From an optimization exercise on the open Yosys and OpenROAD flow, aimed at small area; shortcuts taken in it are not production practice.
Only simulation tests tie the RTL to the original design; equivalence was not proved.
Power figures rest on the tool's default switching activity, not on a simulated workload.

[flow/flow/run.sh]
#!/bin/bash
# Own layout flow: the standard ORFS flow, with
#  - port buffers of the smallest buffer cell;
#  - clock tree without dummy loads.
# Each tool's output goes to the ORFS logs under orfs/logs; make's own output to flow_make.log.
set -euo pipefail
WORK=$(cd "$(dirname "$0")/.." && pwd)
cd "$WORK"

sed "s|log_cmd abc {\*}\$abc_args|log_cmd abc -script $WORK/flow/abc_area.script {*}[lrange \$abc_args 2 end]|" \
	"$FLOW_HOME/scripts/synth.tcl" > "$WORK/flow_synth_core.tcl"
grep -q "flow/abc_area.script" "$WORK/flow_synth_core.tcl"
sed "s|source \$::env(SCRIPTS_DIR)/synth.tcl|source $WORK/flow_synth_core.tcl|" \
	"$WORK/synth_recipe.tcl" > "$WORK/flow_synth.tcl"
grep -q "flow_synth_core.tcl" "$WORK/flow_synth.tcl"

export BUFFER_PORTS_ARGS="-buffer_cell sky130_fd_sc_hd__buf_1"
export CTS_ARGS="-sink_clustering_enable -repair_clock_nets -dont_use_dummy_load -buf_list {sky130_fd_sc_hd__clkbuf_4 sky130_fd_sc_hd__clkbuf_8}"

bash "$WORK/standard.sh" SYNTH_SCRIPT="$WORK/flow_synth.tcl" finish > "$WORK/flow_make.log" 2>&1
test -s "$WORK/out/final.def"
[flow/flow/abc_area.script]
strash
&get -n
&st
&syn2
&dch
&nf -a
&st
&dch
&nf -a
&put
topo
stime -c
buffer -c
upsize -c
dnsize -c
[flow/standard.sh]
#!/bin/bash
# synth_recipe.tcl (not shown) runs the flow's synth.tcl, then flattens the netlist and writes it again
# the make line also repeats each setting of config.mk as NAME=value (left out here)
make -C /OpenROAD-flow-scripts/flow DESIGN_CONFIG=/design/flow/config.mk WORK_HOME=/design/flow/orfs CLKGATE_MAP_FILE= SYNTH_SCRIPT=/design/flow/synth_recipe.tcl "${@:-finish}"
[flow/config.mk]
export PLATFORM = sky130hd
export DESIGN_NAME = MIPS
export DESIGN_NICKNAME = MIPS
export VERILOG_FILES = /design/flow/design.v
export SDC_FILE = /design/flow/constraint.sdc
export NUM_CORES = 4
export LEC_CHECK = 0
export CAP_MARGIN = 20
export CORE_MARGIN = 2
export CORE_UTILIZATION = 55
export GPL_TIMING_DRIVEN = 0
export SETUP_SLACK_MARGIN = 0.4
export SLEW_MARGIN = 20
export SYNTH_HIERARCHICAL = 1
export SYNTH_MINIMUM_KEEP_SIZE = 200
[flow/constraint.sdc]
create_clock -name core_clock -period 14.0 [get_ports {i_clk}]
set_input_delay 2.8000 -clock core_clock [delete_from_list [all_inputs] [get_ports {i_clk}]]
set_output_delay 2.8000 -clock core_clock [all_outputs]
set_load 0.01 [all_outputs]
[flow/design.v]
module program_counter(i_clk, i_arst, i_imm, i_target, i_jump, i_taken, o_pc, o_pc_next);
input i_clk;
input i_arst;
input [29:0] i_imm;		 
input [25:0] i_target;		 
input i_jump;
input i_taken;
output reg [29:0] o_pc;
output [31:0] o_pc_next;	 
wire [29:0] pc_plus4 = o_pc + 30'd1;
wire [29:0] pc_branch = o_pc + i_imm + 30'd1;
wire [29:0] pc_next = i_jump ? {pc_plus4[29:26], i_target} :
		      i_taken ? pc_branch : pc_plus4;
assign o_pc_next = {pc_next, 2'b00};
always @(posedge i_clk, posedge i_arst)
	if (i_arst)
		o_pc <= 30'd0;
	else
		o_pc <= pc_next;
endmodule
module sign_extender(i_input16, o_output32);
input [15:0] i_input16;
output [31:0] o_output32;
assign o_output32 = {{16{i_input16[15]}}, i_input16};
endmodule
module main_decoder(i_opcode, o_reg_write, o_reg_dst, o_alu_src, o_memto_reg, o_mem_write,
			o_branch, o_branch_ne, o_jump);
input [5:0] i_opcode;
output o_reg_write;	 
output o_reg_dst;	 
output o_alu_src;	 
output o_memto_reg;	 
output o_mem_write;	 
output o_branch;	 
output o_branch_ne;	 
output o_jump;		 
wire mem = i_opcode[5];
wire imm = i_opcode[3];
assign o_reg_write = mem ? ~imm : (imm | ~(i_opcode[2] | i_opcode[1]));
assign o_reg_dst = ~imm & ~mem;
assign o_alu_src = imm | mem;
assign o_memto_reg = mem;
assign o_mem_write = mem & imm;
assign o_branch = ~mem & ~imm & i_opcode[2];
assign o_branch_ne = i_opcode[0];
assign o_jump = ~mem & ~imm & i_opcode[1];
endmodule
module alu_decoder(i_opcode, i_funct, o_sub, o_slt, o_logic, o_logic_sel,
			o_shift, o_shift_left, o_shift_rot, o_shift_arith);
input [5:0] i_opcode;
input [5:0] i_funct;
output o_sub;			 
output o_slt;			 
output o_logic;			 
output [1:0] o_logic_sel;	 
output o_shift;			 
output o_shift_left;		 
output o_shift_rot;		 
output o_shift_arith;		 
wire imm = i_opcode[3];
wire [2:0] f = imm ? i_opcode[2:0] : i_funct[2:0];
assign o_sub = ~i_opcode[5] & f[1];
assign o_slt = imm ? i_opcode[1] : i_funct[3];
assign o_logic = f[2];
assign o_logic_sel = f[1:0];
assign o_shift = ~imm & ~i_funct[5];
assign o_shift_left = i_funct[3] | ~(i_funct[2] | i_funct[1]);
assign o_shift_rot = i_funct[3] | i_funct[2];
assign o_shift_arith = i_funct[0];
endmodule
module barrel_shifter(i_data, i_shift_count, i_left, i_rot, i_arith, o_data);
input [31:0] i_data;
input [4:0] i_shift_count;
input i_left;		 
input i_rot;		 
input i_arith;		 
output [31:0] o_data;
wire [4:0] n = i_left ? (5'd0 - i_shift_count) : i_shift_count;
wire [31:0] r0 = n[0] ? {i_data[0], i_data[31:1]} : i_data;
wire [31:0] r1 = n[1] ? {r0[1:0], r0[31:2]} : r0;
wire [31:0] r2 = n[2] ? {r1[3:0], r1[31:4]} : r1;
wire [31:0] r3 = n[3] ? {r2[7:0], r2[31:8]} : r2;
wire [31:0] rotated = n[4] ? {r3[15:0], r3[31:16]} : r3;
wire [31:0] low = ~(32'hffffffff << i_shift_count);
wire fill = i_arith & i_data[31];
genvar i;
generate
	for (i = 0; i < 32; i = i + 1) begin : g_bit
		wire wrapped = ~i_rot & (i_left ? low[i] : low[31 - i]);
		assign o_data[i] = wrapped ? fill : rotated[i];
	end
endgenerate
endmodule
module ALU(i_a, i_b, i_rt, i_shamt, i_sub, i_slt, i_logic, i_logic_sel, i_shift, i_shift_left,
		i_shift_rot, i_shift_arith, o_sum, o_equal, o_result);
input [31:0] i_a;
input [31:0] i_b;
input [31:0] i_rt;			 
input [4:0] i_shamt;
input i_sub;
input i_slt;
input i_logic;
input [1:0] i_logic_sel;
input i_shift;
input i_shift_left;
input i_shift_rot;
input i_shift_arith;
output [31:0] o_sum;
output o_equal;
output [31:0] o_result;
wire carry;
assign {carry, o_sum} = {1'b0, i_a} + {1'b0, i_b ^ {32{i_sub}}} + {32'd0, i_sub};
wire [31:0] x = i_a ^ i_b;
assign o_equal = i_a == i_rt;
reg [31:0] logic_res;
always @(*)
	case (i_logic_sel)
		2'b00: logic_res = i_a & i_b;
		2'b01: logic_res = i_a | i_b;
		2'b10: logic_res = x;
		default: logic_res = ~(i_a | i_b);
	endcase
wire [31:0] shifted;
barrel_shifter bs_inst(.i_data(i_rt), .i_shift_count(i_shamt), .i_left(i_shift_left),
			.i_rot(i_shift_rot), .i_arith(i_shift_arith), .o_data(shifted));
assign o_result = i_shift ? shifted :
		  i_logic ? logic_res :
		  i_slt ? {31'd0, ~carry} : o_sum;
endmodule
module register_file(i_clk, i_arst, i_we, i_addr_1, i_addr_2, i_addr_3, i_wdata, o_rdata_1, o_rdata_2);
input i_clk;
input i_arst;
input i_we;
input [4:0] i_addr_1;
input [4:0] i_addr_2;
input [4:0] i_addr_3;
input [31:0] i_wdata;
output [31:0] o_rdata_1;
output [31:0] o_rdata_2;
reg [31:0] registers [1:31];
reg [31:1] valid;
wire [31:1] we;
wire [31:1] sel_1, sel_2;
wire [32*31-1:0] data;
genvar i;
generate
	for (i = 1; i < 32; i = i + 1) begin : g_reg
		assign we[i] = i_we & (i_addr_3 == i);
		always @(posedge i_clk)
			if (we[i])
				registers[i] <= i_wdata;
		assign sel_1[i] = valid[i] & (i_addr_1 == i);
		assign sel_2[i] = valid[i] & (i_addr_2 == i);
		assign data[32*(i-1) +: 32] = registers[i];
	end
endgenerate
always @(posedge i_clk, posedge i_arst)
	if (i_arst)
		valid <= 31'd0;
	else
		valid <= valid | we;
read_port rp1_inst(.i_sel(sel_1), .i_data(data), .o_data(o_rdata_1));
read_port rp2_inst(.i_sel(sel_2), .i_data(data), .o_data(o_rdata_2));
endmodule
module read_port(i_sel, i_data, o_data);
input [31:1] i_sel;
input [32*31-1:0] i_data;
output reg [31:0] o_data;
integer j;
always @(*) begin
	o_data = 32'd0;
	for (j = 1; j < 32; j = j + 1)
		o_data = o_data | ({32{i_sel[j]}} & i_data[32*(j-1) +: 32]);
end
endmodule
module MIPS(i_clk, i_arst, o_pc_cur, o_pc_next, i_instr, o_mem_addr, o_mem_wdata, o_mem_we, i_mem_rdata);
input i_clk;
input i_arst;
output wire [31:0] o_pc_cur;
output wire [31:0] o_pc_next;
input [31:0] i_instr;
output wire [31:0] o_mem_addr;
output wire [31:0] o_mem_wdata;
output wire o_mem_we;
input [31:0] i_mem_rdata;
wire [5:0] op = i_instr[31:26];
wire reg_write, reg_dst, alu_src, mem_to_reg, mem_write, branch, branch_ne, jump;
wire sub, slt, logic_op, shift;
wire [1:0] logic_sel;
wire shift_left, shift_rot, shift_arith;
main_decoder dec_inst(.i_opcode(op),
			.o_reg_write(reg_write), .o_reg_dst(reg_dst), .o_alu_src(alu_src),
			.o_memto_reg(mem_to_reg), .o_mem_write(mem_write),
			.o_branch(branch), .o_branch_ne(branch_ne), .o_jump(jump));
alu_decoder alu_dec_inst(.i_opcode(op), .i_funct(i_instr[5:0]),
			.o_sub(sub), .o_slt(slt), .o_logic(logic_op), .o_logic_sel(logic_sel),
			.o_shift(shift), .o_shift_left(shift_left), .o_shift_rot(shift_rot),
			.o_shift_arith(shift_arith));
wire [31:0] rs_data, rt_data, wdata;
wire [4:0] waddr = reg_dst ? i_instr[15:11] : i_instr[20:16];
register_file rf_inst(.i_clk(i_clk), .i_arst(i_arst), .i_we(reg_write),
			.i_addr_1(i_instr[25:21]), .i_addr_2(i_instr[20:16]), .i_addr_3(waddr),
			.i_wdata(wdata), .o_rdata_1(rs_data), .o_rdata_2(rt_data));
wire [31:0] sign_imm;
sign_extender sx_inst(.i_input16(i_instr[15:0]), .o_output32(sign_imm));
wire [31:0] src_b = alu_src ? sign_imm : rt_data;
wire [31:0] sum, alu_result;
wire equal;
ALU alu_inst(.i_a(rs_data), .i_b(src_b), .i_rt(rt_data), .i_shamt(i_instr[10:6]),
		.i_sub(sub), .i_slt(slt), .i_logic(logic_op), .i_logic_sel(logic_sel),
		.i_shift(shift), .i_shift_left(shift_left), .i_shift_rot(shift_rot),
		.i_shift_arith(shift_arith),
		.o_sum(sum), .o_equal(equal), .o_result(alu_result));
assign wdata = mem_to_reg ? i_mem_rdata : alu_result;
assign o_mem_addr = sum;
assign o_mem_wdata = rt_data;
assign o_mem_we = mem_write;
wire [29:0] pc;
wire taken = branch & (equal ^ branch_ne);
program_counter pc_inst(.i_clk(i_clk), .i_arst(i_arst), .i_imm(sign_imm[29:0]),
			.i_target(i_instr[25:0]), .i_jump(jump), .i_taken(taken), .o_pc(pc),
			.o_pc_next(o_pc_next));
assign o_pc_cur = {pc, 2'b00};
endmodule
==> run notes, run 1 <==
Status:
- The run finished with no timing, DRC or antenna violations.

Synthesis:
- The synthesized netlist occupies a cell area of 54,100 um^2.
- Summing the sequential cell areas from Yosys gives 57.9% of the chip area.
- Among all flip-flop cells after synthesis, the most frequent one is edfxtp_1.
- After technology mapping, the gate count stands at 4,255.
- After synthesis the netlist holds a flip-flop and latch count of 1,053.
- Of all flip-flops after synthesis, the portion carrying an async set or reset was 5.79%.
- The number of different library cells used by synthesis comes to 90.
- Each instance of the synthesized netlist takes up on average 12.7 um^2.
- Sorting the synthesized cells by area gives the leading types as edfxtp_1 55%, a22oi_1 7.4%, a221oi_1 3.3%, a22o_1 3.1%, ha_1 3.1%.
- The area share of the largest cell type after synthesis is 55.1%.
- The biggest area contributor in the post-synthesis netlist is edfxtp_1.
- The number of flops mapped to enable cells by yosys is 992.
- For this run, the number of Yosys warnings is 11.

Finish:
- Excluding fillers, the count of instances in the completed layout stands at 5,940.
- In the final layout, the share of cells above drive strength 1 is 10.3%.
- The area growth from synthesis to final layout is 10.5%.
- After filler insertion, the fill cell instance count of the layout stands at 8,034.
- The total number of nets in the final design is 4,850.
- The library cell used most frequently in the layout, excluding fill and tap cells, is edfxtp_1.
- The top cell types in the final layout, fill and taps aside, are 992 x edfxtp_1, 535 x a22oi_1, 215 x nand4_1, 203 x a221oi_1, 193 x buf_1.

GRT:
- The number of antenna violations at the first check in global routing is 10.
- The first global-routing pass estimated 284,000 um of wire.
- The total overflow left after global routing is 0.
- The largest net degree at the start of global routing is 32.
- The overall routing resource usage is 38.8%.
- The via count of the first global-routing pass was 41,200.

Route:
- The mean number of vias per cell is 7.24.
- The number of routed nets with antenna violations is 0.
- The remaining routing DRC violations is 0.
- In the final routed layout, each cell accounts on average for 33.8 um.
- The routed layout has 43,000 vias.
- After the first detailed-routing iteration, the DRC count stood at 6,991.
- The number of detailed-route iterations in the first pass is 12.
- For this block, the routed nets add up to 201,000 um of wire.

Critical path:
- The signal arrival time at the worst endpoint is 10,170 ps.
- STA classifies the critical path startpoint as an input port.
- Among all stages on the critical path, the largest delay is contributed by or3_1.
- Traced cell by cell, the critical path runs through buf_1, nor2_1, and3_1, buf_4, a221oi_1, nand4_1, or3_1, o2bb2ai_1, or4_1, nor4_1, xor2_1, and3_1, clkbuf_1, inv_1, buf_1, a21oi_1, o21ai_0, a2bb2oi_1, buf_1.
- The most repeated library cell on the critical path is buf_1.
- Of all nets on the critical path, the largest fanout is 10.
- STA classifies the critical path endpoint as an output pin.
- For this run, the slowest stage of the critical path takes 780 ps.
- The class of the most critical setup path is input port to output pin.
- For the worst setup path, the data required time is 11,200 ps.

Placed design:
- The global placement routability congestion is 1.02.
- Summed over all nets, the half-perimeter wirelength after detailed placement is 151,000 um.
- The setup slack after placement is 1340 ps.
- In this run the tool buffered the top-level ports with 187 buffer cells.
- In this run, placement finished with an instance count of 5,765.

Clock network:
- For the worst-skew pair, the clock arrives at the later sink with an insertion delay of 840 ps.
- The post-CTS clock slew at the launch and capture registers of the worst setup and hold paths is 60 ps.
- The H-tree level count is 4.
- The total number of clock tree sinks is 1,053.
- The total setup buffers inserted after CTS is 0.
- Gates resized during post-CTS repair numbered 0.
- TritonCTS built the clock tree.
- Counting along the longest clock path gives a buffer depth of 3.
- The number of buffers added to fix hold violations after cts is 0.
- CTS placed an instance of clkbuf_8 at the clock tree root.
- Clock tree synthesis inserted a total of 169 buffers.

Timing:
- Adding up every negative setup slack in the final design gives 0 ps.
- The shortest period the worst path allows is 12,970 ps.
- In this run the tightest slew margin relative to its limit is 22.4%.
- For the pin with the worst max-slew slack, the measured transition is 1160 ps.
- The period utilization is 92.7%.
- The final hold violation count was 0.
- The total count of max-transition violations in the final report is 0.
- The highest clock frequency the design can meet is 77.1 MHz.
- The number of setup violations in the final report is 0.
- In the post-route analysis, the smallest setup slack over all paths is 1030 ps.
- Setup repair after global routing left no endpoint under its margin.
- The post-route clock skew is 67.1 ps.

Die:
- After floorplanning, the core was sized to cover 98,000 um^2.
- The number of primary I/O pins is 195.
- The die is 318 um tall.
- The die area is 101,000 um^2.
- The floorplan has 115 rows.
- The floorplan step set the die width to 318 um.
- The initial core utilization is 55.2%.

Pwr:
- The maximum VDD drop is 94.8 uV.
- Dividing total power by cell area gives a power density of 135 nW/um^2.
- The static power due to leakage is 20.5 nW.

Job:
- The number of max-cap violations is 0.

Min path:
- The worst hold-check path type is flip-flop to flip-flop.
-- routing by layer --
layer  wire length, um  GRT usage, %  up-vias
met1             75400          50.3    21200
met2             90100          59.6     3011
met5                13             0        -
met3             23000          9.62      580
li1                  -             -    18200
met4             12500          22.2        2
-- per-stage QoR --
| stage | total power, mW | hold slack [ps] | cell area [um^2] | utilization, % |
|---|---|---|---|---|
| 2_1_floorplan | 5.05 | 448 | 54100 | - |
| 3_3_place_gp | 5.88 | 464 | 56400 | 57.6 |
| 3_5_place_dp | 5.91 | 466 | 57400 | 58.6 |
| 4_1_cts | 8.02 | 484 | 59700 | 61.0 |
| 5_1_grt | 8.34 | 503 | 59800 | 61.0 |
| 6_report | 8.07 | 482 | 59800 | 61.0 |
-- per-module statistics from Yosys (local to each module, per instance) --
module | cells | times used | cell area, um^2 | flip-flops and latches
program_counter | 440 | 1 | 3320 | 30
MIPS | 102 | 1 | 936 | 0
read_port | 701 | 2 | 5280 | 0
ALU | 735 | 1 | 4980 | 0
register_file | 1207 | 1 | 31700 | 1023
barrel_shifter | 369 | 1 | 2610 | 0
-- state kept, by name, indices dropped and copies added (netlist names) --
signal,flops
rf_inst.valid,31
rf_inst.registers,992
pc_inst.o_pc,30
-- worst max-delay path, delay by kind of cell --
kind            cells  cell delay (ps)
simple gates        7             3500
buf+inv             6             2310
compound gates      5             1300
xor+xnor            1              210
-- logic make-up after synthesis --
kind of cell / after synthesis / share of synthesized area (%)
muxes: 197 / 3.80
adders and majority gates: 135 / 3.15
and+or+nand+nor: 766 / 7.62
buffers and inverters: 439 / 3.95
xor gates and xnor gates: 111 / 1.81
AOI/OAI and AO/OA: 1552 / 21.8
other: 2 / 0.0139
DFF: 1053 / 57.9
-- final cells by class --
class / count / area (um^2) / area share [%]
Buffer: 306 / 1640 / 2.74
Tap cell: 1287 / 1610 / 2.69
Sequential cell: 1053 / 31300 / 52.4
Multi-Input combinational cell: 2765 / 20900 / 35.0
Timing Repair Buffer: 221 / 1470 / 2.45
Antenna cell: 6 / 15.0 / 0.0251
Inverter: 133 / 499 / 0.835
Clock buffer: 169 / 2330 / 3.89
-- cell usage after synthesis, types with 64 or more instances --
library cell and n:
a221oi_1 203, xor2_1 85, a22oi_1 535, edfxtp_1 992, ha_1 133, a21oi_1 188, o21ai_0 118, or3_1 66
nor2_1 114, mux2_2 64, nand2_1 169, a222oi_1 64, nand4_1 215, inv_1 133, a22o_1 192, and3_1 73
mux2i_1 131, clkbuf_1 181
-- power by group --
group          switching (mW)  internal, mW  leakage (nW)
Clock                    1.08          1.06          1.22
Sequential             0.0966          3.67          9.66
Combinational            1.54         0.627          9.66
Total                    2.72          5.35          20.5
-- final timing paths --
kind,startpoint,endpoint,slack (ps),depth (start not counted)
min reg2reg,rf_inst.valid[1],rf_inst.valid[1],480,1
min in group asynchronous,i_arst,pc_inst.o_pc[27],2220,2
max,i_instr[17],o_pc_next[26],1030,19
min,rf_inst.valid[1],rf_inst.valid[1],480,1
max reg2reg,rf_inst.valid[27],rf_inst.registers[5][30],6300,20
max in group asynchronous,i_arst,rf_inst.valid[17],11280,2
==> run 2: changes to the inputs <==
==> flow/flow/run.sh (replaced) <==
#!/bin/bash
# Own layout flow: the standard ORFS flow (standard.sh), with these changes:
#  - port buffers of the smallest buffer cell (buf_1);
#  - clock tree of clkbuf_4/clkbuf_8 without dummy loads.
# Each tool writes its full output to its own log under orfs/logs/; make's output goes to
# flow_make.log in the work folder.
set -euo pipefail
WORK=$(cd "$(dirname "$0")/.." && pwd)
cd "$WORK"

CORE="$WORK/flow_synth_core.tcl"
awk -v gates="$WORK/flow/read_port_gates.v" -v abcs="$WORK/flow/abc_area.script" '
	/^read_checkpoint .*1_1_yosys_canonicalize.rtlil/ {
		print; print "delete read_port"; print "read_verilog -overwrite " gates; n1++; next }
	/^  log_cmd abc \{\*\}\$abc_args$/ {
		print "  log_cmd abc -script " abcs " {*}[lrange $abc_args 2 end]"; n2++; next }
	{ print }
	END { if (n1 != 1 || n2 != 1) exit 1 }' "$FLOW_HOME/scripts/synth.tcl" > "$CORE"
sed "s|source \$::env(SCRIPTS_DIR)/synth.tcl|source $CORE|" "$WORK/synth_recipe.tcl" > "$WORK/flow_synth.tcl"
grep -q "flow_synth_core.tcl" "$WORK/flow_synth.tcl"

export BUFFER_PORTS_ARGS="-buffer_cell sky130_fd_sc_hd__buf_1"
export CTS_ARGS="-sink_clustering_enable -repair_clock_nets -dont_use_dummy_load -buf_list {sky130_fd_sc_hd__clkbuf_4 sky130_fd_sc_hd__clkbuf_8}"

bash "$WORK/standard.sh" SYNTH_SCRIPT="$WORK/flow_synth.tcl" ${FLOW_TARGET:-finish} > "$WORK/flow_make.log" 2>&1
[[ -n "${FLOW_TARGET:-}" ]] || test -s "$WORK/out/final.def"
==> flow/flow/abc_area.script (replaced) <==
strash
&get -n
&st
&syn2
&dch
&nf -a
&st
&dch
&nf -a
&put
topo
==> flow/flow/read_port_gates.v (new file) <==
// read_port mapped onto sky130_fd_sc_hd cells (read by the flow's synthesis in place of the
// RTL read_port of register.v). Per bit: ten a222oi_1 and one nand2_1 give eleven active-low
// terms, two nand4_1 and a nand3_1 merge them, and an or3_1 gives the bit.
module read_port(i_sel, i_data, o_data);
input [31:1] i_sel;
input [32*31-1:0] i_data;
output [31:0] o_data;
genvar b, g;
generate
	for (b = 0; b < 32; b = b + 1) begin : g_bit
		wire [10:0] n;
		wire [2:0] m;
		for (g = 0; g < 10; g = g + 1) begin : g_grp
			sky130_fd_sc_hd__a222oi_1 u_a (
				.A1(i_sel[3*g+1]), .A2(i_data[32*(3*g)+b]),
				.B1(i_sel[3*g+2]), .B2(i_data[32*(3*g+1)+b]),
				.C1(i_sel[3*g+3]), .C2(i_data[32*(3*g+2)+b]), .Y(n[g]));
		end
		sky130_fd_sc_hd__nand2_1 u_n (.A(i_sel[31]), .B(i_data[32*30+b]), .Y(n[10]));
		sky130_fd_sc_hd__nand4_1 u_m0 (.A(n[0]), .B(n[1]), .C(n[2]), .D(n[3]), .Y(m[0]));
		sky130_fd_sc_hd__nand4_1 u_m1 (.A(n[4]), .B(n[5]), .C(n[6]), .D(n[7]), .Y(m[1]));
		sky130_fd_sc_hd__nand3_1 u_m2 (.A(n[8]), .B(n[9]), .C(n[10]), .Y(m[2]));
		sky130_fd_sc_hd__or3_1 u_o (.A(m[0]), .B(m[1]), .C(m[2]), .X(o_data[b]));
	end
endgenerate
endmodule
--- a/flow/config.mk
+++ b/flow/config.mk
@@ -9,3 +9,3 @@
 export CORE_MARGIN = 2
-export CORE_UTILIZATION = 55
+export CORE_UTILIZATION = 60
 export GPL_TIMING_DRIVEN = 0
@@ -13,3 +13 @@
 export SLEW_MARGIN = 20
-export SYNTH_HIERARCHICAL = 1
-export SYNTH_MINIMUM_KEEP_SIZE = 200
==> run 2 against run 1 <==
Still clean on timing, DRC and antenna. Sequential cell count is the same. Wire length rose by 3.9%. Sequential share of layout area up 0.67 points. Critical path depth is 3 higher. Cell count down 9.9%. Setup slack got worse by 9.4 ps. Power fell by 2.9%. Combinational power is 7% lower. Non-clock buffer count fell by 160. First-iteration DRC count up 66%. Fmax hardly changed. Critical endpoint is now o_mem_addr[26]. Highest routed layer unchanged.
==> run notes, run 2 <==
Status:
- Run status: complete, no violations (unchanged).

Clock network:
- The clock tree from TritonCTS is done (unchanged).
- The total setup buffers inserted after CTS was 0 (unchanged).
- The post-CTS clock slew at the launch and capture registers of the worst setup and hold paths is 60 ps (about the same).
- The total number of clock tree sinks is 1,053 (unchanged).
- The H-tree level count is 4 (unchanged).
- The largest buffer count on any clock path is 3 (unchanged).
- The number of buffers added to fix hold violations after cts came to 0 (unchanged).
- The insertion delay to the later sink of the worst-skew pair is 850 ps (was 840 ps).
- The root buffer selected by CTS is clkbuf_8 (unchanged).
- The number of instances resized during post-cts repair was 0 (unchanged).
- The total clock buffers created by CTS was 162 (was 169).

Synthesis:
- The mean cell area of the mapped netlist was 13.4 um^2 (was 12.7 um^2).
- The area share of the largest cell type after synthesis is 59.3% (was 55.1%).
- The most frequent cell after synthesis is edfxtp_1 (unchanged).
- The dominant register cell in the synthesized netlist is edfxtp_1 (unchanged).
- The adder-cell share of the synthesized area was 3.35% (was 3.15%).
- The mux cell area share after synthesis is 1.32% (was 3.80%).
- The number of warnings reported in the yosys synthesis log was 5 (was 11).
- The synthesized instance count is 3,736 (was 4,255).
- The number of distinct standard cells referenced by the synthesized netlist came to 56 (was 90).
- The synthesized area came to 50,200 um^2 (was 54,100 um^2).
- The number of flops mapped to enable cells by yosys is 992 (unchanged).
- The largest area contributor in the netlist is edfxtp_1 (unchanged).
- The share of the yosys chip area belonging to registers was 62.4% (was 57.9%).
- Most common library cells after synthesis: 992 x edfxtp_1, 640 x a222oi_1, 304 x nand2_1 (was 992 x edfxtp_1, 535 x a22oi_1, 215 x nand4_1).
- The area fraction in and, or, nand and nor cells after synthesis was 9.63% (was 7.62%).
- The XOR/XNOR share of the synthesized area came to 2.22% (was 1.81%).
- The number of storage elements in the synthesis netlist came to 1,053 (unchanged).
- The post-synthesis async set-or-reset flop share came to 5.79% (unchanged).
- Most area-consuming cells after synthesis: edfxtp_1 59%, a222oi_1 13%, ha_1 3.3%, dfrtp_1 3.0%, a21oi_1 2.5% (was edfxtp_1 55%, a22oi_1 7.4%, a221oi_1 3.3%, a22o_1 3.1%, ha_1 3.1%).
- The combinational family with the most area after synthesis is compound AO/OA/AOI/OAI gates (unchanged).
- The complex-gate fraction of the synthesized area came to 20.4% (was 21.8%).

Critical path:
- CP Cell Sequence: buf_1, nor2b_1, nor2b_1, and3_2, a222oi_1, nand4_1, or3_1, mux2i_1, xnor2_1, clkinv_1, fa_1, nor2b_1, nor3_1, o31a_1, o21ai_0, a31oi_1, o31a_1, o31a_1, o31a_1, o31a_1, xnor2_1, buf_1 (was buf_1, nor2_1, and3_1, buf_4, a221oi_1, nand4_1, or3_1, o2bb2ai_1, or4_1, nor4_1, xor2_1, and3_1, clkbuf_1, inv_1, buf_1, a21oi_1, o21ai_0, a2bb2oi_1, buf_1).
- The critical path data required time is 11,200 ps (about the same).
- The signal arrival time at the worst endpoint is 10,180 ps (was 10,170 ps).
- The most repeated library cell on the critical path is o31a_1 (was buf_1).
- The register-to-register setup slack is 5910 ps (was 6300 ps).
- The kind of cell with the highest combined delay on the critical path is simple AND/OR/NAND/NOR gates (unchanged).
- The highest fanout seen on the critical path is 16 (was 10).
- The endpoint of the worst-slack reg-to-reg timing path is rf_inst.registers[16][0] (was rf_inst.registers[5][30]).
- The number of buffers and inverters on the critical path is 3 (was 6).
- The type of origin of the critical path was an input port (unchanged).
- The class of the most critical setup path was input port to output pin (unchanged).
- The source of the worst register-to-register timing path is rf_inst.valid[13] (was rf_inst.valid[27]).
- The kind of end point of the critical path is an output pin (unchanged).
- The cell at the slowest stage of the critical path is and3_2 (was or3_1).
- The delay of the slowest critical-path stage is 670 ps (was 780 ps).
- The depth of the most critical reg-to-reg path is 20 (unchanged).

Pwr:
- The switching share of power is 32.7% (was 33.7%).
- The combinational share of power came to 25.7% (was 26.8%).
- The areal power density over the cells is 133 nW/um^2 (was 135 nW/um^2).
- The portion of total power attributed to sequential cells is 47.5% (was 46.6%).
- The clock share of power came to 26.7% (was 26.6%).
- The post-layout total power came to 7.84 mW (was 8.07 mW).
- The maximum VDD drop is 119 uV (was 94.8 uV).
- The internal portion of total power is 5.27 mW (was 5.35 mW).
- The net load switching power is 2.56 mW (was 2.72 mW).
- The static power due to leakage is 19.8 nW (was 20.5 nW).

Die:
- The total core area is 83,300 um^2 (was 98,000 um^2).
- The y dimension of the die was 293 um (was 318 um).
- The die area came to 86,000 um^2 (was 101,000 um^2).
- The number of primary I/O pins is 195 (unchanged).
- The number of placement rows is 106 (was 115).
- The die span in x is 293 um (was 318 um).
- The initial core utilization was 60.3% (was 55.2%).

GRT:
- The number of antenna violations at the first check in global routing is 11 (was 10).
- The wire length of the first global-routing pass came to 292,000 um (was 284,000 um).
- The overall overflow remaining after global route came to 0 (unchanged).
- The largest net degree at the start of global routing is 39 (was 32).
- The overall routing resource usage came to 47.6% (was 38.8%).
- The via count of the first global-routing pass is 42,700 (was 41,200).

Finish:
- Registers with the most flip-flops: rf_inst.registers (992), rf_inst.valid (31), pc_inst.o_pc (30) (unchanged).
- The register bank with the most flops is rf_inst.registers (unchanged).
- The flip-flop count of the largest register after layout is 992 (unchanged).
- The number of fill cells came to 5,539 (was 8,034).
- The most common cell after layout, fill and taps aside was edfxtp_1 (unchanged).
- The share of the core filled with cells is 70.8% (was 61.0%).
- Most frequent cells in the layout: 992 x edfxtp_1, 640 x a222oi_1, 304 x nand2_1, 252 x a21oi_1, 184 x buf_1 (was 992 x edfxtp_1, 535 x a22oi_1, 215 x nand4_1, 203 x a221oi_1, 193 x buf_1).
- The area growth from synthesis to final layout is 17.6% (was 10.5%).
- The fraction of final layout cells sized beyond drive strength 1 is 11.4% (was 10.3%).
- The total number of nets in the final design is 4,465 (was 4,850).

Timing:
- The worst relative slew slack came to 21.6% (was 22.4%).
- The number of setup violations in the final report is 0 (unchanged).
- The highest clock frequency the design can meet is 77.0 MHz (was 77.1 MHz).
- The final hold violation count is 0 (unchanged).
- The period utilization is 92.7% (about the same).
- Unrepaired setup endpoints after global routing: false (unchanged).
- The slew at the pin with the worst max-slew slack is 1180 ps (was 1160 ps).
- The shortest period the worst path allows is 12,980 ps (was 12,970 ps).
- The least setup slack across all paths after layout is 1020 ps (was 1030 ps).
- The post-route clock skew is 95.7 ps (was 67.1 ps).
- The final hold slack was 506 ps (was 482 ps).
- The total count of max-transition violations in the final report is 0 (unchanged).

Route:
- The number of DRC markers in iteration 0 came to 11,600 (was 6,991).
- The number of vias after detailed routing is 44,500 (was 43,000).
- The mean number of vias per cell was 8.31 (was 7.24).
- The number of detailed-route iterations in the first pass is 17 (was 12).
- The routed length per placed instance came to 39.0 um (was 33.8 um).
- The remaining routing DRC violations is 0 (unchanged).
- The routed wire length is 209,000 um (was 201,000 um).
- The number of routed nets with antenna violations came to 0 (unchanged).

Job:
- The number of max-cap violations is 0 (unchanged).

Min path:
- The worst min-delay path endpoint was rf_inst.valid[27] (was rf_inst.valid[1]).
- The worst hold-check path type is flip-flop to flip-flop (unchanged).
- The worst hold path cell count is 1 (unchanged).
- The hold path startpoint is rf_inst.valid[27] (was rf_inst.valid[1]).

Placed design:
- The setup slack after placement is 1550 ps (was 1340 ps).
- The post-DP HPWL is 141,000 um (was 151,000 um).
- The global placement routability congestion is 1.02 (about the same).
- The number of buffers inserted by port buffering was 189 (was 187).
-- run 2: cell count changes after synthesis, moves of 133 or more --
cell      previous run  this run
a221oi_1           203        29
a222oi_1            64       640
a22o_1             192        11
a22oi_1            535         2
clkbuf_1           181         0
inv_1              133         0
nand2_1            169       304
-- run 2: worst max-delay path by stage --
stage / startpoint / endpoint / depth (start not counted)
2_1_floorplan: i_instr[29] / o_mem_addr[26] / 15
3_3_place_gp: i_instr[29] / rf_inst.registers[4][26] / 18
3_5_place_dp: i_instr[16] / o_mem_addr[26] / 22
5_1_grt: i_instr[16] / o_mem_addr[26] / 22
4_1_cts: i_instr[16] / o_mem_addr[26] / 22
6_report: i_instr[16] / o_mem_addr[26] / 22
-- run 2: cells by family (layout without fill, tap and decap cells) --
kind of cell / Yosys count / in the layout
mux: 65 / 65
fa+ha+maj: 133 / 133
flops: 1053 / 1053
simple gates: 984 / 984
buf+inv: 94 / 619
xor+xnor: 127 / 127
other cells: 1 / 13
compound gates: 1279 / 1279
-- run 2: cell type report --
type	count	area, um^2	area share (%)
repair buffers	363	4430	7.51
plain buffers	4	30.0	0.0509
multi-input cells	2592	19300	32.7
flip-flops and latches	1053	31300	53.1
diodes	9	22.5	0.0382
inverters	90	339	0.575
clock buffers	162	2230	3.78
well taps	1080	1350	2.29
-- run 2: metrics by stage --
step | instances | setup TNS (ps) | instance area, um^2
final | 5353 | 0 | 59000
after global routing | 5346 | 0 | 59000
after CTS | 5342 | 0 | 58900
after detailed placement | 5180 | 0 | 56700
after global placement | 5008 | -2940710 | 52300
after floorplan | 3739 | 0 | 50200
-- run 2: power groups by stage --
stage	sequential (mW)	clock [mW]	combinational, mW
floorplan	3.77	0	1.09
global placement	3.79	0	1.76
detailed placement	3.78	0	1.92
CTS	3.72	2.08	1.93
global route	3.73	2.20	2.12
finish	3.73	2.09	2.02
-- run 2: layer usage --
layer / share of wire, % / vias to the layer above / track usage (%) / wire length, um
met5: 0.038 / - / 0.510 / 79
met4: 9.0 / 10 / 34.0 / 18700
met3: 18 / 1127 / 20.1 / 37400
met2: 41 / 4856 / 67.9 / 86500
met1: 32 / 21000 / 58.4 / 66100
li1: - / 17400 / - / -
-- run 2: worst reg2reg max path: stages (launching register included) --
cell and delay (ps):
dfrtp_1 410, and3_2 370, buf_12 270, a222oi_1 450
nand4_1 160, or3_1 570, mux2i_1 470, mux2i_1 430
fa_1 300, nor2b_1 60, nor3_1 220, o31a_1 230
o21ai_0 170, a31oi_1 510, o31a_1 320, o21ai_0 190
a21oi_1 340, o21bai_1 180, a311oi_1 920, o221ai_1 390
a21oi_4 770
==> run 3: changes to the inputs <==
--- a/flow/design.v
+++ b/flow/design.v
@@ -61,3 +61,3 @@
 wire [2:0] f = imm ? i_opcode[2:0] : i_funct[2:0];
-assign o_sub = ~i_opcode[5] & f[1];
+assign o_sub = ~i_opcode[5] & f[1] & ~f[2];	 
 assign o_slt = imm ? i_opcode[1] : i_funct[3];
@@ -93,3 +93,3 @@
 endmodule
-module ALU(i_a, i_b, i_rt, i_shamt, i_sub, i_slt, i_logic, i_logic_sel, i_shift, i_shift_left,
+module ALU(i_a, i_b, i_rt, i_rdata, i_load, i_shamt, i_sub, i_slt, i_logic, i_logic_sel, i_shift, i_shift_left,
 		i_shift_rot, i_shift_arith, o_sum, o_equal, o_result);
@@ -98,2 +98,4 @@
 input [31:0] i_rt;			 
+input [31:0] i_rdata;			 
+input i_load;				 
 input [4:0] i_shamt;
@@ -112,12 +114,5 @@
 assign {carry, o_sum} = {1'b0, i_a} + {1'b0, i_b ^ {32{i_sub}}} + {32'd0, i_sub};
-wire [31:0] x = i_a ^ i_b;
 assign o_equal = i_a == i_rt;
-reg [31:0] logic_res;
-always @(*)
-	case (i_logic_sel)
-		2'b00: logic_res = i_a & i_b;
-		2'b01: logic_res = i_a | i_b;
-		2'b10: logic_res = x;
-		default: logic_res = ~(i_a | i_b);
-	endcase
+wire [31:0] p = i_a ^ i_b;
+wire [31:0] g = i_a & i_b;
 wire [31:0] shifted;
@@ -125,5 +120,13 @@
 			.i_rot(i_shift_rot), .i_arith(i_shift_arith), .o_data(shifted));
-assign o_result = i_shift ? shifted :
-		  i_logic ? logic_res :
-		  i_slt ? {31'd0, ~carry} : o_sum;
+wire alu = ~i_load & ~i_shift;
+wire s_sh = ~i_load & i_shift;
+wire s_lg = alu & i_logic;
+wire s_sum = alu & ~i_logic & ~i_slt;
+wire s_slt = alu & ~i_logic & i_slt;
+wire t_g = s_lg & ~i_logic_sel[1];			 
+wire t_p = s_lg & (i_logic_sel[1] ^ i_logic_sel[0]);	 
+wire t_0 = s_lg & i_logic_sel[1] & i_logic_sel[0];	 
+assign o_result = ({32{i_load}} & i_rdata) | ({32{s_sh}} & shifted) |
+		  ({32{s_sum}} & o_sum) | {31'd0, s_slt & ~carry} |
+		  ({32{t_g}} & g) | ({32{t_p}} & p) | ({32{t_0}} & ~(p | g));
 endmodule
@@ -206,5 +209,5 @@
 wire [31:0] src_b = alu_src ? sign_imm : rt_data;
-wire [31:0] sum, alu_result;
+wire [31:0] sum;
 wire equal;
-ALU alu_inst(.i_a(rs_data), .i_b(src_b), .i_rt(rt_data), .i_shamt(i_instr[10:6]),
+ALU alu_inst(.i_a(rs_data), .i_b(src_b), .i_rt(rt_data), .i_rdata(i_mem_rdata), .i_load(mem_to_reg), .i_shamt(i_instr[10:6]),
 		.i_sub(sub), .i_slt(slt), .i_logic(logic_op), .i_logic_sel(logic_sel),
@@ -212,4 +215,3 @@
 		.i_shift_arith(shift_arith),
-		.o_sum(sum), .o_equal(equal), .o_result(alu_result));
-assign wdata = mem_to_reg ? i_mem_rdata : alu_result;
+		.o_sum(sum), .o_equal(equal), .o_result(wdata));
 assign o_mem_addr = sum;
--- a/flow/flow/run.sh
+++ b/flow/flow/run.sh
@@ -3,3 +3,4 @@
 #  - port buffers of the smallest buffer cell (buf_1);
-#  - clock tree of clkbuf_4/clkbuf_8 without dummy loads.
+#  - the repair of slew and capacitance after placement uses small cells (flow/resize_pre.tcl);
+#  - clock tree of clkbuf_4 in clusters of up to 10 sinks, without dummy loads.
 # Each tool writes its full output to its own log under orfs/logs/; make's output goes to
@@ -21,6 +22,8 @@
 
+export PRE_RESIZE_TCL="$WORK/flow/resize_pre.tcl"
 export BUFFER_PORTS_ARGS="-buffer_cell sky130_fd_sc_hd__buf_1"
-export CTS_ARGS="-sink_clustering_enable -repair_clock_nets -dont_use_dummy_load -buf_list {sky130_fd_sc_hd__clkbuf_4 sky130_fd_sc_hd__clkbuf_8}"
+export CTS_ARGS="-sink_clustering_enable -repair_clock_nets -dont_use_dummy_load -buf_list {sky130_fd_sc_hd__clkbuf_4} -sink_clustering_size 10 -sink_clustering_max_diameter 50"
 
-bash "$WORK/standard.sh" SYNTH_SCRIPT="$WORK/flow_synth.tcl" ${FLOW_TARGET:-finish} > "$WORK/flow_make.log" 2>&1
+bash "$WORK/standard.sh" SYNTH_SCRIPT="$WORK/flow_synth.tcl" SYNTH_OPERATIONS_ARGS=-noshare ADDER_MAP_FILE= \
+	${FLOW_TARGET:-finish} > "$WORK/flow_make.log" 2>&1
 [[ -n "${FLOW_TARGET:-}" ]] || test -s "$WORK/out/final.def"
==> flow/flow/abc_area.script (replaced) <==
strash
&get -n
&st
&syn2
&dch -f
&nf -a -R 1000
&st
&syn2
&dch -f
&nf -a -R 1000
&st
&dch -f
&nf -a -R 1000
&put
topo
==> flow/flow/resize_pre.tcl (new file) <==
# Sourced by ORFS's resize step (PRE_RESIZE_TCL) before repair_design: fix slew and
# capacitance with small buffers and gates rather than the big buffers the repair
# otherwise picks. Later steps (timing repair after CTS and global route) may still
# use every cell.
set_dont_use {sky130_fd_sc_hd__buf_6 sky130_fd_sc_hd__buf_8 sky130_fd_sc_hd__buf_12
	sky130_fd_sc_hd__buf_16 sky130_fd_sc_hd__clkbuf_* sky130_fd_sc_hd__dlygate*
	sky130_fd_sc_hd__clkdly* sky130_fd_sc_hd__dlymetal* sky130_fd_sc_hd__bufbuf*
	sky130_fd_sc_hd__bufinv* sky130_fd_sc_hd__*_4 sky130_fd_sc_hd__*_8}
--- a/flow/config.mk
+++ b/flow/config.mk
@@ -9,5 +9,5 @@
 export CORE_MARGIN = 2
-export CORE_UTILIZATION = 60
+export CORE_UTILIZATION = 50
 export GPL_TIMING_DRIVEN = 0
-export SETUP_SLACK_MARGIN = 0.4
+export SETUP_SLACK_MARGIN = 0.3
 export SLEW_MARGIN = 20
==> run 3 against run 2 <==
Clock power decreased by 33%. Critical path depth increased by 6. Cell area decreased by 9.7%. Fmax decreased by 3.9%. Count of clock-buffer cells in the layout decreased by 31. Largest cell class unchanged. Power decreased by 10%.
==> run notes, run 3 <==
Route:
- The mean number of vias per cell was 7.84 (was 8.31).
- The number of vias after detailed routing is 41,800 (was 44,500).
- The number of routed nets with antenna violations is 0 (unchanged).
- The routed wire length was 205,000 um (was 209,000 um).
- The number of detailed-route iterations in the first pass came to 14 (was 17).
- The remaining routing DRC violations came to 0 (unchanged).
- The number of DRC markers in iteration 0 is 9,922 (was 11,600).
- The routed length per placed instance came to 38.4 um (was 39.0 um).

Synthesis:
- The area share of the largest cell type after synthesis is 61.3% (was 59.3%).
- The number of flops mapped to enable cells by yosys came to 992 (unchanged).
- The synthesized instance count is 3,532 (was 3,736).
- The largest area contributor in the netlist is edfxtp_1 (unchanged).
- The share of the yosys chip area belonging to registers is 64.5% (was 62.4%).
- Most area-consuming cells after synthesis: edfxtp_1 61%, a222oi_1 13%, dfrtp_1 3.1%, nand2_1 2.1%, mux2i_1 2.0% (was edfxtp_1 59%, a222oi_1 13%, ha_1 3.3%, dfrtp_1 3.0%, a21oi_1 2.5%).
- The number of warnings reported in the yosys synthesis log is 4 (was 5).
- The mean cell area of the mapped netlist is 13.7 um^2 (was 13.4 um^2).
- The number of distinct standard cells referenced by the synthesized netlist came to 58 (was 56).
- The most frequent cell after synthesis is edfxtp_1 (unchanged).
- Most common library cells after synthesis: 992 x edfxtp_1, 643 x a222oi_1, 277 x nand2_1 (was 992 x edfxtp_1, 640 x a222oi_1, 304 x nand2_1).
- The synthesized area is 48,600 um^2 (was 50,200 um^2).
- The number of storage elements in the synthesis netlist is 1,053 (unchanged).
- The post-synthesis async set-or-reset flop share is 5.79% (unchanged).
- The dominant register cell in the synthesized netlist is edfxtp_1 (unchanged).

Finish:
- The area of combinational cells with multiple inputs came to 17,500 um^2 (was 19,300 um^2).
- Registers with the most flip-flops: rf_inst.registers (992), rf_inst.valid (31), pc_inst.o_pc (30) (unchanged).
- The flip-flop count of the largest register after layout is 992 (unchanged).
- The area of all placed cells without fillers is 53,300 um^2 (was 59,000 um^2).
- The sequential cell area is 31,300 um^2 (unchanged).
- Most frequent cells in the layout: 992 x edfxtp_1, 643 x a222oi_1, 272 x nand2_1, 182 x buf_1, 181 x buf_2 (was 992 x edfxtp_1, 640 x a222oi_1, 304 x nand2_1, 252 x a21oi_1, 184 x buf_1).
- The number of fill cells is 8,033 (was 5,539).
- The area growth from synthesis to final layout came to 9.77% (was 17.6%).
- The total number of nets in the final design is 4,120 (was 4,465).
- The most common cell after layout, fill and taps aside was edfxtp_1 (unchanged).
- The share of the core filled with cells is 55.3% (was 70.8%).
- The fraction of final layout cells sized beyond drive strength 1 is 12.0% (was 11.4%).
- The register bank with the most flops is rf_inst.registers (unchanged).

GRT:
- The number of antenna violations at the first check in global routing was 8 (was 11).
- The overall overflow remaining after global route is 0 (unchanged).
- The largest net degree at the start of global routing is 40 (was 39).
- The wire length of the first global-routing pass is 284,000 um (was 292,000 um).
- The via count of the first global-routing pass is 39,900 (was 42,700).
- The overall routing resource usage is 40.2% (was 47.6%).

Placed design:
- The setup slack after placement was -1360 ps (was 1550 ps).
- The number of buffers inserted by port buffering came to 189 (unchanged).
- The post-DP HPWL is 145,000 um (was 141,000 um).
- The global placement routability congestion came to 0.985 (was 1.02).
- The placed instance area is 52,100 um^2 (was 56,700 um^2).

Clock network:
- The H-tree level count is 4 (unchanged).
- The total clock buffers created by CTS is 131 (was 162).
- The largest buffer count on any clock path is 3 (unchanged).
- The root buffer selected by CTS is clkbuf_4 (was clkbuf_8).
- The clock tree from TritonCTS is done (unchanged).
- The total number of clock tree sinks is 1,053 (unchanged).
- The insertion delay to the later sink of the worst-skew pair came to 1090 ps (was 850 ps).
- The post-CTS clock slew at the launch and capture registers of the worst setup and hold paths is 90 ps (was 60 ps).

Critical path:
- The type of origin of the critical path is an input port (unchanged).
- The source of the worst register-to-register timing path is rf_inst.valid[8] (was rf_inst.valid[13]).
- The endpoint of the worst-slack reg-to-reg timing path was rf_inst.registers[4][0] (was rf_inst.registers[16][0]).
- The highest fanout seen on the critical path came to 19 (was 16).
- The critical path data required time is 11,200 ps (about the same).
- The signal arrival time at the worst endpoint is 10,700 ps (was 10,180 ps).
- The kind of end point of the critical path is an output pin (unchanged).
- The depth of the most critical reg-to-reg path is 27 (was 20).
- The register-to-register setup slack is 5440 ps (was 5910 ps).
- The class of the most critical setup path is input port to output pin (unchanged).

Min path:
- The worst min-delay path endpoint is pc_inst.o_pc[29] (was rf_inst.valid[27]).
- The hold path startpoint is pc_inst.o_pc[29] (was rf_inst.valid[27]).
- The worst hold path cell count is 1 (unchanged).
- The worst hold-check path type is flip-flop to flip-flop (unchanged).

Die:
- The number of placement rows is 114 (was 106).
- The die span in x is 316 um (was 293 um).
- The die area is 99,600 um^2 (was 86,000 um^2).
- The number of primary I/O pins is 195 (unchanged).
- The initial core utilization is 50.4% (was 60.3%).
- The y dimension of the die came to 316 um (was 293 um).
- The total core area was 96,400 um^2 (was 83,300 um^2).

Pwr:
- The areal power density over the cells is 132 nW/um^2 (was 133 nW/um^2).
- The static power due to leakage is 17.5 nW (was 19.8 nW).
- The maximum VDD drop is 81.3 uV (was 119 uV).

Timing:
- The final hold violation count is 0 (unchanged).
- The period utilization is 96.5% (was 92.7%).
- The worst relative slew slack is 27.5% (was 21.6%).
- The number of setup violations in the final report was 0 (unchanged).
- The slew at the pin with the worst max-slew slack is 1080 ps (was 1180 ps).
- The sum of negative setup slack is 0 ps (unchanged).
- The total count of max-transition violations in the final report came to 0 (unchanged).
- The post-route clock skew is 177 ps (was 95.7 ps).
- Unrepaired setup endpoints after global routing: true (was false).
- The highest clock frequency the design can meet is 74.1 MHz (was 77.0 MHz).
- The shortest period the worst path allows came to 13,500 ps (was 12,980 ps).
- The least setup slack across all paths after layout is 497 ps (was 1020 ps).

Status:
- Run status: complete, no violations (unchanged).

Job:
- The number of max-cap violations came to 0 (unchanged).
## run 3: cell count changes after synthesis, moves of 24 or more
cell,previous run,this run
nand3_1,93,121
ha_1,131,0
clkinv_1,90,32
a21oi_1,255,174
mux2i_1,55,96
nand2_1,304,277
nand2b_1,7,31
## run 3: worst max-delay path: stages
cell and delay, ps:
buf_1 430, nor3_1 210, and3_2 460, clkbuf_4 400
a222oi_1 390, nand4_1 380, or3_1 760, mux2i_1 370
nand2b_1 230, o211ai_1 120, nand2_1 150, clkinv_1 110
a221oi_1 310, a211oi_1 110, a31oi_2 440, a21o_1 230
o21ai_4 130, a21oi_2 460, a21oi_1 150, a31oi_2 380
nor4_1 140, a211oi_2 220, buf_4 170, nor3_2 60
a41oi_1 370, o21ai_0 190, xnor2_1 280, buf_1 190
## run 3: metal layers
layer	vias up	global-route usage, %	share of wire [%]
met5	-	0	0.018
met2	3831	60.0	43
met4	6	27.2	7.8
met3	742	12.4	15
li1	16800	-	-
met1	20400	50.5	34
## run 3: worst max path at each step
stage | start | end | slack [ps] | cells after the start
4_1_cts | i_instr[16] | o_mem_addr[29] | 300 | 27
5_1_grt | i_instr[22] | o_mem_addr[31] | 230 | 28
2_1_floorplan | i_instr[31] | o_mem_addr[29] | 670 | 21
3_5_place_dp | i_instr[16] | o_mem_addr[31] | -1360 | 26
3_3_place_gp | i_instr[31] | o_mem_addr[29] | -6270 | 23
6_report | i_instr[20] | o_mem_addr[31] | 500 | 28
## run 3: per-stage QoR
step / power, mW / hold WS [ps] / std cells
6_report: 7.05 / 487 / 5332
5_1_grt: 7.29 / 508 / 5331
4_1_cts: 6.99 / 489 / 5325
3_5_place_dp: 5.63 / 472 / 5194
3_3_place_gp: 5.58 / 463 / 5000
2_1_floorplan: 4.89 / 449 / 3535
## run 3: repair_timing
| item | in CTS | in global routing |
|---|---|---|
| gates resized for setup | 24 | 20 |
| pin swaps | 1 | 2 |
| hold endpoints to repair | 0 | 0 |
| hold buffers | 0 | 0 |
| endpoints found under the setup margin | 11 | 7 |
| buffers inserted | 0 | 2 |
## run 3: cell type report
type / instances / share of cell area [%]
diodes: 4 / 0.0188
plain buffers: 4 / 0.0563
clock buffers: 131 / 1.85
inverters: 32 / 0.228
multi-input cells: 2446 / 32.8
flip-flops and latches: 1053 / 58.8
well taps: 1276 / 3.00
repair buffers: 386 / 3.33
## run 3: report_power, final
group	total (mW)	internal (mW)	switching, mW	leakage (nW)
sequential	3.86	3.76	0.105	9.64
combinational	1.77	0.476	1.30	7.25
clock	1.41	0.431	0.981	0.603
## run 3: logic make-up after synthesis
| family | share of synthesized area (%) |
|---|---|
| compound gates | 19.8 |
| xor+xnor | 2.15 |
| fa+ha+maj | 0.0618 |
| buf+inv | 0.309 |
| flops | 64.5 |
| mux | 2.35 |
| other cells | 0.00772 |
| simple gates | 10.9 |
==> run 4: changes to the inputs <==
--- a/flow/design.v
+++ b/flow/design.v
@@ -9,4 +9,11 @@
 output [31:0] o_pc_next;	 
-wire [29:0] pc_plus4 = o_pc + 30'd1;
-wire [29:0] pc_branch = o_pc + i_imm + 30'd1;
+wire [16:0] lo_plus4 = {1'b0, o_pc[15:0]} + 17'd1;
+wire [16:0] lo_branch = {1'b0, o_pc[15:0]} + {1'b0, i_imm[15:0]} + 17'd1;
+wire [13:0] hi = o_pc[29:16];
+wire [13:0] hi_inc = hi + 14'd1;
+wire [13:0] hi_dec = hi - 14'd1;
+wire [13:0] hi_plus4 = lo_plus4[16] ? hi_inc : hi;
+wire [13:0] hi_branch = (lo_branch[16] == i_imm[15]) ? hi : lo_branch[16] ? hi_inc : hi_dec;
+wire [29:0] pc_plus4 = {hi_plus4, lo_plus4[15:0]};
+wire [29:0] pc_branch = {hi_branch, lo_branch[15:0]};
 wire [29:0] pc_next = i_jump ? {pc_plus4[29:26], i_target} :
@@ -114,5 +121,5 @@
 assign {carry, o_sum} = {1'b0, i_a} + {1'b0, i_b ^ {32{i_sub}}} + {32'd0, i_sub};
-assign o_equal = i_a == i_rt;
 wire [31:0] p = i_a ^ i_b;
 wire [31:0] g = i_a & i_b;
+assign o_equal = ~|p;
 wire [31:0] shifted;
--- a/flow/flow/run.sh
+++ b/flow/flow/run.sh
@@ -4,3 +4,3 @@
 #  - the repair of slew and capacitance after placement uses small cells (flow/resize_pre.tcl);
-#  - clock tree of clkbuf_4 in clusters of up to 10 sinks, without dummy loads.
+#  - clock tree of clkbuf_4 in clusters of up to 8 sinks, without dummy loads.
 # Each tool writes its full output to its own log under orfs/logs/; make's output goes to
@@ -24,3 +24,3 @@
 export BUFFER_PORTS_ARGS="-buffer_cell sky130_fd_sc_hd__buf_1"
-export CTS_ARGS="-sink_clustering_enable -repair_clock_nets -dont_use_dummy_load -buf_list {sky130_fd_sc_hd__clkbuf_4} -sink_clustering_size 10 -sink_clustering_max_diameter 50"
+export CTS_ARGS="-sink_clustering_enable -repair_clock_nets -dont_use_dummy_load -buf_list {sky130_fd_sc_hd__clkbuf_4} -sink_clustering_size 8 -sink_clustering_max_diameter 40"
 
==> run 4 against run 3 <==
Still clean. Clock power is 11% higher. Sequential share of layout area hardly changed. Critical path depth is 1 higher. Cell count is 1.1% lower. Combinational power is 3% lower. Power is 1.1% higher. Setup slack worse by 260 ps. First-iteration DRC count is 0.60% lower. Wire length is 0.15% lower. Synthesized cell count is 2.5% lower. Synthesized area is 0.69% lower. Highest routed layer is now met4.
==> run notes, run 4 <==
Route:
- The mean number of vias per cell is 7.89 (was 7.84).
- The number of DRC markers in iteration 0 is 9,862 (was 9,922).
- The remaining routing DRC violations is 0 (unchanged).
- The number of vias after detailed routing is 41,600 (was 41,800).
- The number of detailed-route iterations in the first pass was 15 (was 14).
- The number of routed nets with antenna violations is 0 (unchanged).
- The routed length per placed instance is 38.7 um (was 38.4 um).
- The routed wire length is 204,000 um (was 205,000 um).

Clock network:
- The largest buffer count on any clock path was 3 (unchanged).
- The clock tree from TritonCTS is done (unchanged).
- The post-CTS clock slew at the launch and capture registers of the worst setup and hold paths is 80 ps (was 90 ps).
- The total clock buffers created by CTS is 165 (was 131).
- The root buffer selected by CTS is clkbuf_4 (unchanged).
- The insertion delay to the later sink of the worst-skew pair is 1170 ps (was 1090 ps).
- The H-tree level count is 4 (unchanged).
- The total number of clock tree sinks is 1,053 (unchanged).
- The number of buffers added to fix hold violations after cts came to 0 (unchanged).

Critical path:
- The cell at the slowest stage of the critical path is buf_2 (was or3_1).
- The delay of the slowest critical-path stage is 660 ps (was 760 ps).
- The destination of the critical timing path is o_mem_addr[31] (unchanged).
- The register-to-register setup slack was 5430 ps (was 5440 ps).
- The type of origin of the critical path was an input port (unchanged).
- The endpoint of the worst-slack reg-to-reg timing path is rf_inst.registers[22][31] (was rf_inst.registers[4][0]).
- The number of stages on the worst setup path is 29 (was 28).
- The source of the worst register-to-register timing path is rf_inst.valid[8] (unchanged).
- The class of the most critical setup path is input port to output pin (unchanged).
- The critical path data required time is 11,200 ps (about the same).
- The signal arrival time at the worst endpoint is 10,960 ps (was 10,700 ps).
- The kind of cell with the highest combined delay on the critical path is simple AND/OR/NAND/NOR gates (was compound AO/OA/AOI/OAI gates).
- The number of buffers and inverters on the critical path was 3 (was 5).
- The highest fanout seen on the critical path was 18 (was 19).
- The depth of the most critical reg-to-reg path is 27 (unchanged).
- The launch point of the worst path is i_instr[22] (was i_instr[20]).
- The kind of end point of the critical path is an output pin (unchanged).

Synthesis:
- The number of flops mapped to enable cells by yosys is 992 (unchanged).
- The synthesized instance count came to 3,442 (was 3,532).
- The dominant register cell in the synthesized netlist is edfxtp_1 (unchanged).
- The number of storage elements in the synthesis netlist is 1,053 (unchanged).
- The largest area contributor in the netlist is edfxtp_1 (unchanged).
- The synthesized area was 48,200 um^2 (was 48,600 um^2).
- The area share of the largest cell type after synthesis came to 61.8% (was 61.3%).
- The share of the yosys chip area belonging to registers is 64.9% (was 64.5%).
- The number of distinct standard cells referenced by the synthesized netlist came to 59 (was 58).
- Most common library cells after synthesis: 992 x edfxtp_1, 640 x a222oi_1, 266 x nand2_1 (was 992 x edfxtp_1, 643 x a222oi_1, 277 x nand2_1).
- The post-synthesis async set-or-reset flop share was 5.79% (unchanged).
- The mean cell area of the mapped netlist is 14.0 um^2 (was 13.7 um^2).
- Most area-consuming cells after synthesis: edfxtp_1 62%, a222oi_1 13%, dfrtp_1 3.2%, nand2_1 2.1%, mux2i_1 1.8% (was edfxtp_1 61%, a222oi_1 13%, dfrtp_1 3.1%, nand2_1 2.1%, mux2i_1 2.0%).
- The number of warnings reported in the yosys synthesis log is 4 (unchanged).
- The most frequent cell after synthesis is edfxtp_1 (unchanged).

GRT:
- The largest net degree at the start of global routing is 44 (was 40).
- The wire length of the first global-routing pass is 283,000 um (was 284,000 um).
- The overall routing resource usage is 40.3% (was 40.2%).
- The number of antenna violations at the first check in global routing came to 3 (was 8).
- The met1 routing resource usage after global routing is 51.2% (was 50.5%).
- The met2 track demand over resource is 60.6% (was 60.0%).
- The via count of the first global-routing pass is 39,400 (was 39,900).
- The routing layer with the top usage in global route is met2 (unchanged).
- The overall overflow remaining after global route is 0 (unchanged).
- The met3 usage in global routing is 12.1% (was 12.4%).

Timing:
- The worst relative slew slack was 21.6% (was 27.5%).
- The slew at the pin with the worst max-slew slack was 1180 ps (was 1080 ps).
- The shortest period the worst path allows is 13,760 ps (was 13,500 ps).
- The final hold slack is 496 ps (was 487 ps).
- The post-route clock skew came to 160 ps (was 177 ps).
- The period utilization is 98.3% (was 96.5%).
- The final hold violation count is 0 (unchanged).
- The number of setup violations in the final report is 0 (unchanged).
- The highest clock frequency the design can meet is 72.6 MHz (was 74.1 MHz).
- The total count of max-transition violations in the final report was 0 (unchanged).
- Unrepaired setup endpoints after global routing: true (unchanged).

Finish:
- Most frequent cells in the layout: 992 x edfxtp_1, 640 x a222oi_1, 263 x nand2_1, 183 x buf_1, 169 x buf_2 (was 992 x edfxtp_1, 643 x a222oi_1, 272 x nand2_1, 182 x buf_1, 181 x buf_2).
- The most common cell after layout, fill and taps aside is edfxtp_1 (unchanged).
- Registers with the most flip-flops: rf_inst.registers (992), rf_inst.valid (31), pc_inst.o_pc (30) (unchanged).
- The area of all placed cells without fillers was 53,300 um^2 (about the same).
- The area growth from synthesis to final layout is 10.5% (was 9.77%).
- The flip-flop count of the largest register after layout is 992 (unchanged).
- The area of combinational cells with multiple inputs came to 17,200 um^2 (was 17,500 um^2).
- The register bank with the most flops is rf_inst.registers (unchanged).
- The share of the core filled with cells is 55.9% (was 55.3%).
- The fraction of final layout cells sized beyond drive strength 1 is 13.4% (was 12.0%).
- The sequential cell area came to 31,300 um^2 (unchanged).
- The number of fill cells was 7,834 (was 8,033).
- The total number of nets in the final design is 4,071 (was 4,120).

Pwr:
- The maximum VDD drop came to 81.5 uV (was 81.3 uV).
- The internal portion of total power is 4.77 mW (was 4.67 mW).
- The clock share of power is 21.9% (was 20.0%).
- The portion of total power attributed to sequential cells is 54.1% (was 54.8%).
- The combinational share of power is 24.0% (was 25.1%).
- The post-layout total power is 7.13 mW (was 7.05 mW).
- The net load switching power is 2.36 mW (was 2.38 mW).
- The areal power density over the cells came to 134 nW/um^2 (was 132 nW/um^2).
- The switching share of power is 33.1% (was 33.8%).
- The static power due to leakage is 17.5 nW (about the same).

Die:
- The number of placement rows is 113 (was 114).
- The initial core utilization is 50.6% (was 50.4%).
- The die span in x is 315 um (was 316 um).
- The number of primary I/O pins is 195 (unchanged).
- The total core area was 95,300 um^2 (was 96,400 um^2).
- The die area is 98,900 um^2 (was 99,600 um^2).
- The y dimension of the die is 315 um (was 316 um).

Placed design:
- The post-DP HPWL came to 142,000 um (was 145,000 um).
- The number of buffers inserted by port buffering came to 189 (unchanged).
- The placed instance area is 51,800 um^2 (was 52,100 um^2).
- The global placement routability congestion is 0.978 (was 0.985).

Status:
- Run status: complete, no violations (unchanged).

Min path:
- The worst hold path cell count is 1 (unchanged).
- The worst hold-check path type is flip-flop to flip-flop (unchanged).

Job:
- The number of max-cap violations was 0 (unchanged).
-- run 4: cell types whose count changed in the layout (fill, tap and decap cells not counted), sizes merged, moves of 12 or more --
| cell | delta |
|---|---|
| mux4 | +12 |
| a211oi | -19 |
| o21ai | -29 |
| clkinv | -12 |
| clkbuf | +30 |
| a21oi | -24 |
-- run 4: power groups by stage --
stage / combinational, mW / sequential [mW] / clock [mW]
after floorplan: 0.949 / 3.91 / 0
after global placement: 1.59 / 3.93 / 0
after detailed placement: 1.65 / 3.93 / 0
after CTS: 1.66 / 3.86 / 1.56
after global routing: 1.80 / 3.87 / 1.70
final: 1.71 / 3.86 / 1.56
-- run 4: cell families (layout without fill, tap and decap cells) --
family / Yosys count / count (layout) / share of synthesized area, %
AO/OA/AOI/OAI: 1077 / 1077 / 18.8
flip-flops: 1053 / 1053 / 64.9
AND/OR/NAND/NOR: 1050 / 1050 / 11.0
XOR/XNOR: 118 / 118 / 2.14
multiplexers: 115 / 115 / 2.81
buffers and inverters: 24 / 582 / 0.218
adder cells (fa/ha/maj): 4 / 4 / 0.0830
other: 1 / 10 / 0.00778
-- run 4: layout make-up --
class,count,share of cell area (%)
Sequential cell,1053,58.8
Multi-Input combinational cell,2368,32.2
Inverter,20,0.143
Tap cell,1265,2.97
Clock buffer,165,2.32
Buffer,4,0.0563
Antenna cell,6,0.0282
Timing Repair Buffer,393,3.48
-- run 4: layer usage --
| layer | wire length [um] | vias to the layer above | share of wire (%) |
|---|---|---|---|
| li1 | - | 16600 | - |
| met1 | 67700 | 20200 | 33 |
| met2 | 89200 | 4098 | 44 |
| met3 | 32200 | 773 | 16 |
| met4 | 15200 | 0 | 7.5 |
| met5 | 0 | - | 0 |
-- run 4: worst min-delay path by stage --
stage,startpoint,end,slack (ps)
2_1_floorplan,rf_inst.valid[10],rf_inst.valid[10],450
3_3_place_gp,rf_inst.valid[12],rf_inst.valid[12],460
3_5_place_dp,rf_inst.valid[21],rf_inst.valid[21],470
4_1_cts,rf_inst.valid[21],rf_inst.valid[21],490
5_1_grt,rf_inst.valid[21],rf_inst.valid[21],510
6_report,pc_inst.o_pc[29],pc_inst.o_pc[29],500
-- run 4: metrics by stage --
stage,setup TNS (ps),std cells,setup slack [ps]
floorplan,0,3445,578
global placement,-2101570,4899,-5300
detailed placement,-1260,5097,-689
CTS,0,5263,341
global route,-12.0,5271,-12.0
finish,0,5274,235
-- run 4: repair_timing --
action	CTS	global route
endpoints found under the hold margin	0	0
setup endpoints to repair	11	12
pin swaps	1	0
buffers inserted	1	5
gates resized for setup	51	11

[port drivers added, routing unchanged]
Ports are ideal in the flow. The routed layouts listed here were re-timed in OpenROAD.
Step 1 (the two cells are an assumption about what drives the block):
set clk [get_ports {i_clk}]
set_driving_cell -lib_cell sky130_fd_sc_hd__clkbuf_16 $clk
set_driving_cell -lib_cell sky130_fd_sc_hd__buf_2 [delete_from_list [all_inputs] $clk]
Step 2 also shifts input and output timing later by t, the mid clock arrival at the registers, as if the neighbouring blocks saw the same clock.
Three values: ideal, step 1, step 2; two values: the first two.
run | t (ns) | setup slack, ns | worst setup path after step 2 | worst register clock-pin slew, ns
run 1 | 0.877 | 1.029 / 0.997 / 0.997 | input to output | 0.06 / 0.06
run 2 | 0.873 | 1.019 / 0.993 / 0.993 | input to output | 0.07 / 0.07
run 3 | 1.082 | 0.497 / 0.457 / 0.457 | input to output | 0.12 / 0.12
run 4 | 1.159 | 0.235 / 0.212 / 0.212 | input to output | 0.10 / 0.10
After both steps setup and hold are still met in every run listed. For run 3, which loses most, drivers alone change the setup slack by -0.040 ns; drivers and shift together by -0.040 ns.
